Background: an optimization exercise with open tools, aiming at small area and a short achievable clock period. Do not read the settings as production practice.
In this exercise RTL edits were held to simulation tests only and were not proved equivalent to the original.

Design configurable_cache, start of the top module:
module configurable_cache #(
    parameter CACHE_SIZE = 8192,     
    parameter LINE_SIZE = 32,        
    parameter ASSOCIATIVITY = 4,     
    parameter NUM_LINES = CACHE_SIZE/LINE_SIZE,
    parameter NUM_SETS = NUM_LINES/ASSOCIATIVITY,
    parameter OFFSET_BITS = $clog2(LINE_SIZE),
    parameter SET_BITS = $clog2(NUM_SETS),
    parameter TAG_BITS = 32 - SET_BITS - OFFSET_BITS
)(
    input wire clk,
    input wire rst,
    input wire [31:0] addr,
    output reg hit,
    output reg miss,
    output reg [31:0] total_hits,
    output reg [31:0] total_misses,
    output wire [31:0] num_sets,
    output wire [31:0] tag_bits
);
    localparam TB = TAG_BITS;
    assign num_sets = NUM_SETS;
    assign tag_bits = TAG_BITS;
    wire [TB-1:0]       a_tag = addr[31:32-TB];
    wire [SET_BITS-1:0] a_set = addr[32-TB-1:OFFSET_BITS];
    reg                p_v;      
    reg [SET_BITS-1:0] p_set;
    reg [TB-1:0]       p_tag;
    reg [3:1]          p_sh;     
    wire [3:0] rows [0:NUM_SETS-1];
    wire [NUM_SETS-1:0] c1, c2, c3, c4;
    genvar s;
    generate
        for (s = 0; s < NUM_SETS; s = s + 1) begin : S
            reg [TB-1:0] t0, t1, t2, t3;
            reg [3:0]    v;
            wire we = p_v && (p_set == s);
            always @(posedge clk) begin
                if (we) begin
                    t0 <= p_tag;
  ...
For scale: about 25000 cells after synthesis, about 160 I/O pins.
Settings: LEC_CHECK=0, ABC_AREA=1, CAP_MARGIN=20, CORE_MARGIN=2, CORE_UTILIZATION=70, CTS_CLUSTER_DIAMETER=60, CTS_CLUSTER_SIZE=25, PLACE_DENSITY=0.8, SETUP_SLACK_MARGIN=5, SLEW_MARGIN=20; clock period 12.0 ns.
standard.sh (not shown) runs the stock make flow with config.mk's settings and CLKGATE_MAP_FILE= SYNTH_SCRIPT=/design/flow/synth_recipe.tcl, a recipe that flattens the netlist after the stock synthesis.
==> flow/flow/run.sh <==
#!/bin/bash
# Layout flow: the standard ORFS flow (standard.sh, with config.mk's settings), except
# that repair_timing aims for 9 ns of setup slack rather than config.mk's 5 ns, repairs only
# the worst path each time and may resize across cell footprints, so that the clock period
# the layout achieves keeps shrinking past the 7 ns point; and antennas left after detailed
# routing get up to 20 rounds of repair instead of 5. The constraints
# (constraint.sdc) are the standard flow's, unchanged. Each ORFS step writes its full log under
# orfs/logs/; make's own output goes to standard_flow.log here.
set -euo pipefail
cd "$(dirname "$0")/.."
bash standard.sh SETUP_SLACK_MARGIN=9 TNS_END_PERCENT=0 MATCH_CELL_FOOTPRINT=0 MAX_REPAIR_ANTENNAS_ITER_DRT=20 finish > standard_flow.log 2>&1
==> next run, changes <==
ABC_AREA = not set   (was 1)
CORE_UTILIZATION = 65   (was 70)
PLACE_DENSITY = 0.75   (was 0.8)
Outcome: The new run produced a clean layout; worst setup slack is worse by 510 ps; die area climbs by 1.0%; register-to-register slack degrades by 590 ps; clock skew falls by 40 ps; critical path depth is lower by 1.
==> next run, changes <==
==> flow/flow/run.sh (replaced) <==
#!/bin/bash
# Layout flow: the standard ORFS flow (standard.sh, with config.mk's settings), except
# that repair_timing aims for 7.6 ns of setup slack rather than config.mk's 5 ns on every path below it,
# and may resize across cell footprints, so that the clock period
# the layout achieves keeps shrinking past the 7 ns point; and antennas left after detailed
# routing get up to 20 rounds of repair instead of 5. The constraints
# (constraint.sdc) are the standard flow's, unchanged. Each ORFS step writes its full log under
# orfs/logs/; make's own output goes to standard_flow.log here.
set -euo pipefail
cd "$(dirname "$0")/.."
bash standard.sh SETUP_SLACK_MARGIN=7.6 TNS_END_PERCENT=100 MATCH_CELL_FOOTPRINT=0 MAX_REPAIR_ANTENNAS_ITER_DRT=20 finish > standard_flow.log 2>&1
CORE_UTILIZATION = 70   (was 65)
PLACE_DENSITY = 0.8   (was 0.75)
With this change the flow produced a layout that fails on slew limit; die area went down by a little under a tenth; global-route usage went up by 6.3 points; critical path depth went up by 2; wire length went up by a few percent.
==> next run, changes <==
==> flow/flow/run.sh (replaced) <==
#!/bin/bash
# Layout flow: the standard ORFS flow (standard.sh, with config.mk's settings), except
# that repair_timing aims for 9 ns of setup slack rather than config.mk's 5 ns, repairs only
# the worst path each time and may resize across cell footprints, so that the clock period
# the layout achieves keeps shrinking past the 7 ns point; and antennas left after detailed
# routing get up to 20 rounds of repair instead of 5. The constraints
# (constraint.sdc) are the standard flow's, unchanged. Each ORFS step writes its full log under
# orfs/logs/; make's own output goes to standard_flow.log here.
set -euo pipefail
cd "$(dirname "$0")/.."
bash standard.sh SETUP_SLACK_MARGIN=9 TNS_END_PERCENT=0 MATCH_CELL_FOOTPRINT=0 MAX_REPAIR_ANTENNAS_ITER_DRT=20 finish > standard_flow.log 2>&1
ABC_AREA = 1   (was not set)
CORE_UTILIZATION = 55   (was 70)
PLACE_DENSITY = 0.7   (was 0.8)
Result: With this change the flow finished with timing, DRC and antenna clean; wire length goes up by 44%; final cell count goes up by about 60%; maximum frequency goes up by 13%; setup slack gains 650 ps; register-to-register slack gains 580 ps; global-route usage goes down by 5.3 points; final area goes up by 9.6%; non-clock buffer count goes up by 226.

==> separate check: timing with driven ports <==
No port has a modelled driver above. Below, the same layouts with a new extraction and two added sets of constraints.
Step 1: set_driving_cell puts a clkbuf_16 on clk and a buf_2 on each other input, an assumption about the parent block.
Step 2 also shifts input and output timing later by t, the mid clock arrival at the registers, as if the neighbouring blocks saw the same clock.
Three values: ideal, step 1, step 2; two values: the first two.
| run | t, ns | setup slack, ns | slew at the worst register clock pin (ns) |
|---|---|---|---|
| the first run | 1.163 | 6.869 / 6.468 / 5.304 | 0.10 / 0.10 |
| the second run | 1.119 | 6.360 / 6.021 / 4.902 | 0.10 / 0.10 |
| the third run | 1.136 | 6.375 / 5.976 / 4.840 | 0.10 / 0.10 |
| the fourth run | 1.219 | 7.027 / 6.780 / 5.562 | 0.10 / 0.10 |
For the first run, which loses most, drivers alone change the setup slack by -0.401 ns; drivers and shift together by -1.565 ns.
